From an optimization exercise on the open Yosys and OpenROAD flow, aimed at small area; shortcuts taken in it are not production practice. Function was checked by simulation only, so behaviour that the tests miss may differ from the original. No activity file was given, so power comes from the tool's default toggle rates.

==> flow/design.v (outline; a module is shown in full before it is edited, if it fits) <==
// module fetcher: 12 lines
// module regfile: 38 lines
// module decoder: 342 lines
// module bkadd: 35 lines
// module executor: 103 lines
// module mul33: 8614 lines
// module accessor: 92 lines
// module writeback: 12 lines
// module littlecpu: 76 lines
module littlecpu(
  input  logic clk,
  input  logic reset,
  output logic [31:0] imem_addr,
  input  logic [31:0] imem_data,
  output logic [31:0] mem_addr,
  output logic [31:0] mem_wdata,
  output logic [3:0]  mem_wstrb,
  input  logic [31:0] mem_rdata,
  output logic trap
  );
  // ...
==> flow/flow/run.sh <==
#!/bin/bash
set -euo pipefail
W=$(pwd)
F=$W/flow
R=$W/orfs/results/$FLOW_PLATFORM/littlecpu/base
LIB=$FLOW_HOME/platforms/$FLOW_PLATFORM/lib/sky130_fd_sc_hd__tt_025C_1v80.lib
YBIN=$FLOW_HOME/../tools/install/yosys/bin
YOSYS=$(command -v yosys || echo $YBIN/yosys)
ABC=$(command -v yosys-abc || echo $YBIN/yosys-abc)
OPENROAD=$(command -v openroad || echo $FLOW_HOME/../tools/install/OpenROAD/bin/openroad)

bash standard.sh synth > $W/std_synth.log 2>&1
cp $R/1_2_yosys.v $W/std_synth.v

prep() {
  python3 $F/fapol.py $W/std_synth.v $W/fapol.v > $W/fapol.log 2>&1
  $YOSYS -p "read_liberty -ignore_miss_func $LIB; write_verilog -noattr $W/models_all.v" > $W/models.log 2>&1
  python3 $F/mkmodels.py $W/models_all.v $W/models_remap.v $W/models_eq.v >> $W/models.log 2>&1
  grep -oE "sky130_fd_sc_hd__[a-z0-9]*df[a-z0-9_]* +\S+" $W/std_synth.v | sort > $W/ff_std.txt
  python3 $F/cutff.py $W/std_synth.v $W/cut_std.v > $W/cut_std.log 2>&1
  $YOSYS -p "read_liberty -lib $LIB; read_verilog $W/cut_std.v; hierarchy -top $FLOW_TOP; \
    techmap -map $W/models_eq.v; techmap; opt_clean; flatten; write_blif $W/cut_std.blif" > $W/blif_std.log 2>&1
}

remap() {
  local t=$1 du
  du=$(grep -A40 "DONT_USE_CELLS +=" $FLOW_HOME/platforms/$FLOW_PLATFORM/config.mk | grep -o "sky130_fd_sc_hd__[a-z0-9_]*" | sed 's/^/-dont_use /' | tr '\n' ' ')
  $YOSYS -p "read_liberty -lib $LIB; read_verilog $W/fapol.v; hierarchy -top $FLOW_TOP; \
    techmap -map $W/models_remap.v; techmap; opt -purge; \
    abc -liberty $LIB $du -script $F/$t.abc; opt_clean -purge; \
    splitnets; opt_clean -purge; \
    hilomap -singleton -hicell sky130_fd_sc_hd__conb_1 HI -locell sky130_fd_sc_hd__conb_1 LO; \
    insbuf -buf sky130_fd_sc_hd__buf_4 A X; \
    write_verilog -noattr -nohex -nodec $W/remap_$t.v; stat -liberty $LIB" > $W/remap_$t.log 2>&1
  grep -oE "sky130_fd_sc_hd__[a-z0-9]*df[a-z0-9_]* +\S+" $W/remap_$t.v | sort > $W/ff_$t.txt
  cmp $W/ff_std.txt $W/ff_$t.txt > $W/ff_cmp_$t.log 2>&1
  python3 $F/cutff.py $W/remap_$t.v $W/cut_$t.v > $W/cut_$t.log 2>&1
  $YOSYS -p "read_liberty -lib $LIB; read_verilog $W/cut_$t.v; hierarchy -top $FLOW_TOP; \
    techmap -map $W/models_eq.v; techmap; opt_clean; flatten; write_blif $W/cut_$t.blif" > $W/blif_$t.log 2>&1
  $ABC -c "cec $W/cut_std.blif $W/cut_$t.blif" > $W/cec_$t.log 2>&1
  grep -q "Networks are equivalent" $W/cec_$t.log
  NET=$W/remap_$t.v $OPENROAD -no_init -exit $F/sta.tcl > $W/sta_$t.log 2>&1
  local area slack
  area=$(grep "Chip area for module" $W/remap_$t.log | tail -1 | awk '{print $NF}')
  slack=$(grep "^SLACK" $W/sta_$t.log | awk '{print $2}')
  echo "$t $area $slack" >> $W/remap_results.txt
}

best=""
if prep; then
  : > $W/remap_results.txt
  for t in m1 m2 m3 m4; do remap $t || echo "$t failed" >> $W/remap_results.txt; done
  best=$(awk 'NF == 3 && $3 >= 2e-10 { print $2, $1 }' $W/remap_results.txt | sort -g | head -1 | awk '{print $2}')
fi
if [[ -n "$best" ]]; then
  cp $W/remap_$best.v $R/1_2_yosys.v
  echo "remap $best used" > $W/remap_status.txt
else
  echo "no remap used; standard netlist kept" > $W/remap_status.txt
fi
touch $R/1_2_yosys.v
bash standard.sh "BUFFER_PORTS_ARGS=-buffer_cell sky130_fd_sc_hd__buf_1" \
  "CTS_ARGS=-sink_clustering_enable -repair_clock_nets -buf_list sky130_fd_sc_hd__clkbuf_8 -sink_clustering_size 12 -sink_clustering_max_diameter 60 -dont_use_dummy_load" \
  finish > $W/layout.log 2>&1
==> flow/flow/cutff.py <==
#!/usr/bin/env python3
"""Cut a mapped netlist at its flip-flops for a combinational equivalence check: each flip-flop
instance is removed, its output becomes an input port and its inputs output ports, named after
the instance. usage: cutff.py IN.v OUT.v"""
import re, sys
src = open(sys.argv[1]).read()
inst_re = re.compile(r'^\s*(sky130_fd_sc_hd__\w+)\s+(\S+)\s*\((.*?)\);\n', re.S | re.M)
ports_in, ports_out, assigns = [], [], []
def keep(m):
    t, name, body = m.group(1), m.group(2), m.group(3)
    if not re.search(r'__(e|s|se)?df', t):
        return m.group(0)
    key = re.sub(r'[^A-Za-z0-9_]', '_', name.lstrip('\\'))
    for p, n in re.findall(r'\.(\w+)\((.*?)\)\s*(?:,|$)', body, re.S):
        n = n.strip()
        if p == 'CLK' or n == '': continue
        pn = f"ff_{key}_{p}"
        if p in ('Q', 'Q_N'):
            ports_in.append(pn); assigns.append(f"  assign {n} = {pn} ;\n")
        else:
            ports_out.append(pn); assigns.append(f"  assign {pn} = {n} ;\n")
    return ''
body = inst_re.sub(keep, src)
m = re.search(r'module\s+(\S+)\s*\((.*?)\);', body, re.S)
allp = m.group(2).strip() + ''.join(', ' + p for p in ports_in + ports_out)
body = body[:m.start()] + f"module {m.group(1)}({allp});\n" + ''.join(f"  input {p};\n" for p in ports_in) + ''.join(f"  output {p};\n" for p in ports_out) + body[m.end():]
i = body.rindex('endmodule')
body = body[:i] + ''.join(assigns) + body[i:]
open(sys.argv[2], 'w').write(body)
print(len(ports_in), 'flip-flop outputs cut')
==> flow/flow/fapol.py <==
#!/usr/bin/env python3
"""Flip the polarity of full adders in a mapped netlist to remove inverters between them.
A full adder is self-dual: FA(~a,~b,~c) = (~sum, ~cout). Flipping one means putting inverters
on its three inputs and two outputs, which leaves the logic unchanged; a later ABC pass folds
the inverter pairs this creates. usage: fapol.py IN.v OUT.v"""
import re, sys
src = open(sys.argv[1]).read()
inst_re = re.compile(r'^(\s*)(sky130_fd_sc_hd__\w+)\s+(\S+)\s*\((.*?)\);\n', re.S | re.M)
pin_re = re.compile(r'\.(\w+)\(\s*(.*?)\s*\)(?=\s*[,)]|\s*$)', re.S)
insts = []
for m in inst_re.finditer(src):
    pins = {}
    for pm in re.finditer(r'\.(\w+)\((.*?)\)\s*(?:,|$)', m.group(4), re.S):
        pins[pm.group(1)] = pm.group(2).strip()
    insts.append(dict(type=m.group(2), name=m.group(3), pins=pins, span=m.span()))
OUTP = {'X', 'Y', 'Q', 'Q_N', 'SUM', 'COUT', 'HI', 'LO'}
drv = {}
loads = {}
for k, it in enumerate(insts):
    for p, n in it['pins'].items():
        if p in OUTP: drv[n] = (k, p)
        else: loads.setdefault(n, []).append((k, p))
def kind(t):
    t = t.replace('sky130_fd_sc_hd__', '')
    if re.match(r'(clk)?inv', t): return 'inv'
    if re.match(r'(clk)?buf_|clkbuf', t): return 'buf'
    if re.match(r'fa_', t): return 'fa'
    if re.match(r'ha_', t): return 'ha'
    if re.match(r'(e|s)?df|sdf|dl', t): return 'ff'
    if t.startswith('conb'): return 'const'
    return 'logic'
kinds = [kind(it['type']) for it in insts]
def trace(n):
    par = 0
    while n in drv and kinds[drv[n][0]] in ('inv', 'buf'):
        k = drv[n][0]
        if kinds[k] == 'inv': par ^= 1
        n = insts[k]['pins']['A']
    if n in drv:
        k, p = drv[n]
        return n, par, kinds[k], k
    return n, par, 'pi', None
fas = [k for k in range(len(insts)) if kinds[k] == 'fa']
fa_index = {k: i for i, k in enumerate(fas)}
# input terms: for FA j pin: (src_fa or None, parity, fixed_cost_kind)
terms = []
for k in range(len(insts)):
    kd = kinds[k]
    if kd not in ('fa', 'ha'): continue
    for p in ('A', 'B', 'CIN'):
        if p not in insts[k]['pins']: continue
        root, par, rk, rkidx = trace(insts[k]['pins'][p])
        me = fa_index.get(k) if kd == 'fa' else None
        if rk in ('fa', 'ha'):
            terms.append((fa_index.get(rkidx) if rk == 'fa' else None, me, par, 1.0))
        elif rk in ('ff', 'pi', 'const'):
            terms.append((None, me, par, 1.0))
        else:
            terms.append((None, me, par, 0.0))
# FA outputs going (through inv/buf chains) to flops / outputs
for k in fas:
    for p in ('SUM', 'COUT'):
        n0 = insts[k]['pins'].get(p)
        stack = [(n0, 0)]
        while stack:
            n, par = stack.pop()
            for (l, lp) in loads.get(n, []):
                if kinds[l] in ('inv', 'buf'):
                    stack.append((insts[l]['pins'][kinds[l] == 'inv' and 'Y' or 'X'], par ^ (kinds[l] == 'inv')))
                elif kinds[l] == 'ff':
                    terms.append((fa_index[k], None, par, 1.0))
N = len(fas)
f = [0] * N
adj = [[] for _ in range(N)]
for t, (a, b, w, wt) in enumerate(terms):
    if wt == 0: continue
    if a is not None: adj[a].append(t)
    if b is not None and b != a: adj[b].append(t)
def tcost(t):
    a, b, w, wt = terms[t]
    v = w ^ (f[a] if a is not None else 0) ^ (f[b] if b is not None else 0)
    return wt * v
def total(): return sum(tcost(t) for t in range(len(terms)))
before = total()
changed = True
it = 0
while changed and it < 50:
    changed = False; it += 1
    for i in range(N):
        c0 = sum(tcost(t) for t in adj[i])
        f[i] ^= 1
        c1 = sum(tcost(t) for t in adj[i])
        if c1 < c0: changed = True
        else: f[i] ^= 1
after = total()
sys.stderr.write(f"fapol: {N} full adders, inverter cost {before:.0f} -> {after:.0f}, flipped {sum(f)}\n")
# emit
out = []
pos = 0
cnt = [0]
def newnet():
    cnt[0] += 1
    return f"fapol_n{cnt[0]}"
newwires = []
extra = []
for k, it_ in enumerate(insts):
    s, e = it_['span']
    out.append(src[pos:s]); pos = e
    if kinds[k] == 'fa' and f[fa_index[k]]:
        pins = dict(it_['pins'])
        for p in ('A', 'B', 'CIN'):
            nn = newnet(); newwires.append(nn)
            extra.append(f"  sky130_fd_sc_hd__inv_1 fapol_i{cnt[0]} (.A({pins[p]} ), .Y({nn}));\n")
            pins[p] = nn
        for p in ('SUM', 'COUT'):
            nn = newnet(); newwires.append(nn)
            extra.append(f"  sky130_fd_sc_hd__inv_1 fapol_i{cnt[0]} (.A({nn}), .Y({pins[p]} ));\n")
            pins[p] = nn
        body = ",\n".join(f"    .{p}({n} )" for p, n in pins.items())
        out.append(f"  {it_['type']} {it_['name']} (\n{body}\n  );\n")
    else:
        out.append(src[s:e])
out.append(src[pos:])
res = "".join(out)
i = res.rindex("endmodule")
res = res[:i] + "".join(f"  wire {w};\n" for w in newwires) + "".join(extra) + res[i:]
open(sys.argv[2], 'w').write(res)
==> flow/flow/m1.abc <==
strash
&get -n
&st
&dc2
&dc2
&syn2
&dch -f
&nf -a -R 1000
&put
topo
==> flow/flow/m2.abc <==
strash
&get -n
&st
&dc2
&syn3
&dch -f
&nf -a -R 1000
&put
topo
==> flow/flow/m3.abc <==
strash
&get -n
&st
&dc2
&syn2
&dch -f
&nf -a -R 1000
&put
strash
&get -n
&st
&dc2
&syn2
&dch -f
&nf -a -R 1000
&put
topo
==> flow/flow/m4.abc <==
strash
&get -n
&st
&dc2
&syn2
&dch -f
&nf -a -R 1000
&put
topo
==> flow/flow/mkmodels.py <==
#!/usr/bin/env python3
"""From a Yosys write_verilog of the liberty file, keep the combinational cell models as a techmap
file: without full/half adders for the remap (OUT_REMAP), with them for the equivalence check
(OUT_EQ). usage: mkmodels.py ALL.v OUT_REMAP.v OUT_EQ.v"""
import re, sys
s = open(sys.argv[1]).read()
remap, eq = [], []
for body, name in re.findall(r'(module (\S+)\(.*?endmodule\n)', s, re.S):
    if 'always' in body or 'reg ' in body: continue
    if re.search(r'tap|fill|decap|diode|probe|lpflow|ebuf|einv|dlclkp|sdlclkp', name): continue
    if 'assign' not in body: continue
    eq.append(body)
    if not re.search(r'__(fa|ha)_\d', name): remap.append(body)
open(sys.argv[2], 'w').write('\n'.join(remap))
open(sys.argv[3], 'w').write('\n'.join(eq))
print(len(remap), len(eq), 'models')
==> flow/flow/sta.tcl <==
# pre-layout setup slack of a mapped netlist (no wires)
set P $::env(FLOW_HOME)/platforms/$::env(FLOW_PLATFORM)
read_lef $P/lef/sky130_fd_sc_hd.tlef
read_lef $P/lef/sky130_fd_sc_hd_merged.lef
read_liberty $P/lib/sky130_fd_sc_hd__tt_025C_1v80.lib
read_verilog $::env(NET)
link_design $::env(FLOW_TOP)
read_sdc $::env(FLOW_SDC)
puts "SLACK [sta::worst_slack_cmd max]"
==> flow/standard.sh <==
#!/bin/bash
# synth_recipe.tcl (not shown) runs the flow's synth.tcl, then flattens the netlist and writes it again
# the make line also repeats each setting of config.mk as NAME=value (left out here)
make -C /OpenROAD-flow-scripts/flow DESIGN_CONFIG=/design/flow/config.mk WORK_HOME=/design/flow/orfs CLKGATE_MAP_FILE= SYNTH_SCRIPT=/design/flow/synth_recipe.tcl "${@:-finish}"
==> flow/config.mk <==
export PLATFORM = sky130hd
export DESIGN_NAME = littlecpu
export DESIGN_NICKNAME = littlecpu
export VERILOG_FILES = /design/flow/design.v
export SDC_FILE = /design/flow/constraint.sdc
export NUM_CORES = 4
export LEC_CHECK = 0
export CAP_MARGIN = 20
export CORE_MARGIN = 2
export CORE_UTILIZATION = 40
export SLEW_MARGIN = 20
==> flow/constraint.sdc <==
create_clock -name core_clock -period 12.0 [get_ports {clk}]
set_input_delay 2.4000 -clock core_clock [delete_from_list [all_inputs] [get_ports {clk}]]
set_output_delay 2.4000 -clock core_clock [all_outputs]
set_load 0.01 [all_outputs]
==> summary.txt, run 1 <==
Status
  • Status: no timing/DRC/antenna violations

Pwr
  • Power Dens Cells: 128.2 nW/µm²
  • Part of the power in the clock network: 0.210
  • Clk. pwr: 2750 µW
  • Net Sw Frac: 0.4031
  • Psw: 5289 µW

Min path
  • WHS Endpoint: regfile.wdata_q[28]
  • Hold Crit Start: accessor.out[28]

Cells and area
  • Commonest non-fill, non-tap cell in the layout: nor2_1
  • Final net count: 9944
  • Multi-Input Combinational: a little over 6000
  • Layout non-clock buf frac: 0.05064
  • Diodes inserted: 36

Place
  • DP Area: 99760 µm²
  • Routability Congestion: 1.055
  • IO buf count: between 150 and 200

Route
  • Routed WL per cell: 43.55 µm
  • TritonRoute pass-1 iters: 15
  • Met2 wire len: 207200 µm
  • DR DRC count: 0

Clock network
  • Clock latency on the worst-skew pair: between 0.9 and 1 ns
  • Hold Buf Count CTS: 0
  • # resized after CTS: 0

Critical path
  • Stages on worst setup path: 41
  • Reg2Reg Depth: 41
  • Worst path required time: 12.77 ns
  • Worst setup startpoint: decoder.out[128]
  • CP max-delay cell: dfxtp_1
  • Worst Path Buf+Inv: 3
  • Critical path peak fanout: 5

Die
  • Initial Util: 0.4028

GRT
  • GR Overflow Total: 0
  • Met3 usage: 0.1699

STA
  • Slew Limit Fails: 0
  • Least-Margin Pin Slew: 1.217 ns
  • Worst hold margin: 0.3298 ns
==> run 2, diff against run 1 <==
--- a/flow/config.mk
+++ b/flow/config.mk
@@ -7,5 +7,5 @@
 export LEC_CHECK = 0
-export CAP_MARGIN = 20
+export CAP_MARGIN = 10
 export CORE_MARGIN = 2
 export CORE_UTILIZATION = 40
-export SLEW_MARGIN = 20
+export SLEW_MARGIN = 10
==> run 2 against run 1 <==
Against the previous run: now fails the layout checks on capacitance limit; register-to-register slack about the same; clock power about the same; synthesized area unchanged; final cell count decreased by 0.14%; clock-buffer cell count decreased by 1; utilization decreased by 0.14 points; sequential power about the same; first-iteration DRC count decreased by 2.9%; hold slack got worse by 0.039 ns; synthesized cell count unchanged; via count about the same; design area decreased by 0.31%; largest power group unchanged.
==> summary.txt, run 2 <==
Pwr
  • Tot Pwr: 13070 µW (was 13120 µW)
  • Leakage: 0.04055 µW (was 0.04066 µW)
  • Max VDD drop: 123.3 µV (was 120.6 µV)
  • Power Dens Cells: 128.1 nW/µm² (was 128.2 nW/µm²)

Critical path
  • Reg2Reg Depth: 41 (unchanged)
  • Crit-path most repeated cell: a21o_1 (unchanged)
  • Arr. time, crit path: 12.45 ns (was 12.39 ns)
  • Critical path peak fanout: 4 (was 5)
  • Worst Path Buf+Inv: 2 (was 3)
  • CP top delay family: compound AO/OA/AOI/OAI gates (unchanged)
  • CP Launch Type: flip-flop (unchanged)
  • Worst r2r src: decoder.out[100] (was decoder.out[128])
  • Crit-path max cell delay: 0.58 ns (was 0.83 ns)
  • Worst path required time: 12.82 ns (was 12.77 ns)
  • RR Endpoint: executor.out[103] (was executor.out[102])
  • Stages on worst setup path: 41 (unchanged)
  • Kind of critical path: reg -> reg (unchanged)
  • CP max-delay cell: fa_1 (was dfxtp_1)
  • Register-to-register setup slack: 0.37 ns (was 0.38 ns)
  • Crit. End Element: flip-flop (unchanged)

STA
  • Worst Setup Slack, final: 0.3729 ns (was 0.3794 ns)
  • Setup Skew: 0.1511 ns (was 0.1392 ns)
  • Maximum clock rate: 0.08601 GHz (was 0.08605 GHz)
  • Least-Margin Pin Slew: 1.462 ns (was 1.217 ns)
  • Final hold violations: 0 (unchanged)
  • Final cycle utilization of the critical path: 0.9689 (was 0.9684)
  • Slew Limit Fails: 0 (unchanged)
  • Max_slew headroom: 0.01760 (was 0.1866)
  • Crit path time final: 11.63 ns (was 11.62 ns)
  • TNS Setup: 0 ns (unchanged)
  • Final Setup Violations: 0 (unchanged)

Synth
  • Synthesized area per cell: 11.76 µm² (unchanged)
  • Synthesized instance count: 7710 (unchanged)
  • Synth warnings: 6 (unchanged)
  • Mapped cell area: 90680 µm² (unchanged)

Cells and area
  • Commonest cells after routing, fill and taps aside: 1292 x nor2_1, 1038 x fa_1, 992 x edfxtp_1 (was 1287 x nor2_1, 1036 x fa_1, 992 x edfxtp_1)
  • Largest register FFs: 992 (unchanged)
  • Area Overhead vs Synth: 12.50% (was 12.85%)
  • Top Registers: regfile.regs (992), decoder.out (128), executor.out (109) (unchanged)
  • Final cell count without fillers: 11540 (was 11560)
  • Final net count: 9929 (was 9944)
  • Most flops, register: regfile.regs (unchanged)
  • Commonest non-fill, non-tap cell in the layout: nor2_1 (unchanged)
  • Share of cells above drive strength 1: 0.09857 (was 0.1031)
  • Core Util, Final: 0.4532 (was 0.4546)

Route
  • Met2 wire len: 207600 µm (was 207200 µm)
  • DRT Wirelength: 503000 µm (was 503200 µm)
  • Routed WL per cell: 43.59 µm (was 43.55 µm)
  • DR DRC count: 0 (unchanged)
  • TritonRoute pass-1 iters: 15 (unchanged)
  • DR top layer: met5 (unchanged)
  • Iter 0 DRT Violations: 17610 (was 18130)
  • M1 WL: 172700 µm (was 173600 µm)
  • Met3 WL: 78130 µm (was 76750 µm)
  • Final ANT Viol Nets: 0 (unchanged)
  • Vias: 82330 (was 82380)
  • Vias per Instance: 7.135 (was 7.130)

Clock network
  • TritonCTS clock tree: yes (unchanged)
  • Clock latency on the worst-skew pair: 1.01 ns (was 0.98 ns)
  • H-tree Lvls: 4 (unchanged)
  • Clock Path Buffers: 3 (unchanged)
  • CTS buffer count: 146 (was 147)
  • CTS Sinks: 1386 (unchanged)
  • Reg clk slew, reported paths: 0.09 ns (was 0.08 ns)
  • Clock Root Buffer: clkbuf_8 (unchanged)

Die
  • Boundary pin count: 167 (unchanged)
  • Die Span Y: 480.1 µm (unchanged)
  • FP Rows: 174 (unchanged)
  • Die width: 480.1 µm (unchanged)
  • Full die area: 230500 µm² (unchanged)
  • Core area: 225100 µm² (unchanged)
  • Initial Util: 0.4028 (unchanged)

Status
  • Status: complete, but fails checks (was no timing/DRC/antenna violations)
  • SO Viols: capacitance limit

GRT
  • Pin count of the biggest net entering global routing: 120 (unchanged)
  • GRT Overall Usage: 0.4277 (was 0.4280)
  • GR Overflow Total: 0 (unchanged)
  • First-pass GRT wire length: 676500 µm (was 677300 µm)
  • Vias in the first global route: 80740 (was 80780)
  • Initial antenna violation count: 43 (was 53)

Min path
  • Min-Delay Path Depth: 0 (unchanged)
  • WHS Endpoint: regfile.wdata_q[10] (was regfile.wdata_q[28])
  • Hold Crit Start: accessor.out[10] (was accessor.out[28])
  • Worst min-delay path category: reg -> reg (unchanged)

Place
  • Routability Congestion: 1.055 (unchanged)
  • Placed cells: 11350 (unchanged)
  • Pre-CTS setup slack: 0.1452 ns (was 0.1469 ns)
  • Post-detail-place hpwl: 345300 µm (about the same)
  • IO buf count: 163 (unchanged)

Run
  • Max-cap violation count: 1 (was 0)
==> run 2: metal layers <==
metal | vias to the layer above | GRT usage
li1 | 30710 | -
met1 | 41140 | 0.5278
met2 | 8179 | 0.6111
met3 | 2271 | 0.1753
met4 | 28 | 0.2889
met5 | - | 0
==> run 2: how the worst max path moves through the flow <==
stage	from	to
after global routing	decoder.out[107]	executor.out[101]
after floorplan	decoder.out[65]	executor.out[101]
after CTS	decoder.out[82]	executor.out[102]
after detailed placement	decoder.out[82]	executor.out[102]
after global placement	decoder.out[82]	executor.out[101]
final	decoder.out[100]	executor.out[103]
==> run 2: through the flow <==
step | cell area [µm²] | hold WS [ns]
floorplan | 90690 | 0.3096
global placement | 99740 | 0.3181
detailed placement | 99750 | 0.3121
CTS | 101800 | 0.3066
global route | 102000 | 0.3093
finish | 102000 | 0.2905
==> run 2: worst register-to-register path: cells and delay by family (launching register included) <==
kind	cells	cell delay, ns
buf+inv	2	0.38
xor+xnor	2	0.30
flops	1	0.47
compound gates	22	4.74
simple gates	5	1.06
fa+ha+maj	10	4.60
==> run 2: power by group <==
group / internal (µW) / switching [µW] / leakage [µW] / total (µW)
clock network: 1080 / 1660 / 0.00105 / 2740
logic: 1510 / 3410 / 0.0270 / 4920
registers: 5210 / 192 / 0.0125 / 5410
total: 7800 / 5270 / 0.0405 / 13100
==> run 2: timing repair <==
action	4_1_cts	5_1_grt
hold buffers	0	0
resized for setup	0	30
setup buffers	0	9
setup endpoints to repair	0	4
hold endpoints to repair	0	0
==> run 2: cell type report <==
class / instances / area [µm²]
Timing Repair Buffer: 707 / 5027
Sequential cell: 1386 / 37690
Clock buffer: 146 / 2009
Tap cell: 2992 / 3744
Fill cell: 20920 / 123100
Antenna cell: 35 / 87.58
Multi-Input combinational cell: 6069 / 52650
Inverter: 204 / 803.3

-- port drivers added, routing unchanged --
The results above use ideal ports. As a check the final layouts listed here were re-extracted and re-timed, cells and wires unchanged.
Step 1, drivers: a clkbuf_16 drives clk and a buf_2 each remaining input, both assumed.
Step 2 moves the port delays by t, midway between the first and last clock arrival at a register: inputs arrive t later, outputs are due t later. That takes back most of the time a late clock gives input paths.
a / b / c = ideal / step 1 / step 2; a / b = the first two.
| run | t, ns | setup WS [ns] | worst hold slack (ns) | clock arrival spread, ns | worst register clock-pin slew, ns |
|---|---|---|---|---|---|
| run 1 | 0.994 | 0.379 / 0.379 / -0.108 | 0.330 / 0.330 / 0.330 | 0.141 / 0.142 | 0.09 / 0.09 |
| run 2 | 1.016 | 0.373 / 0.373 / 0.007 | 0.291 / 0.291 / 0.291 | 0.170 / 0.171 | 0.09 / 0.09 |
With both steps, setup timing fails in run 1, where it was met with ideal ports. The setup slack of run 1, which loses most, moves by 0.000 ns with the drivers and by -0.487 ns with both steps.
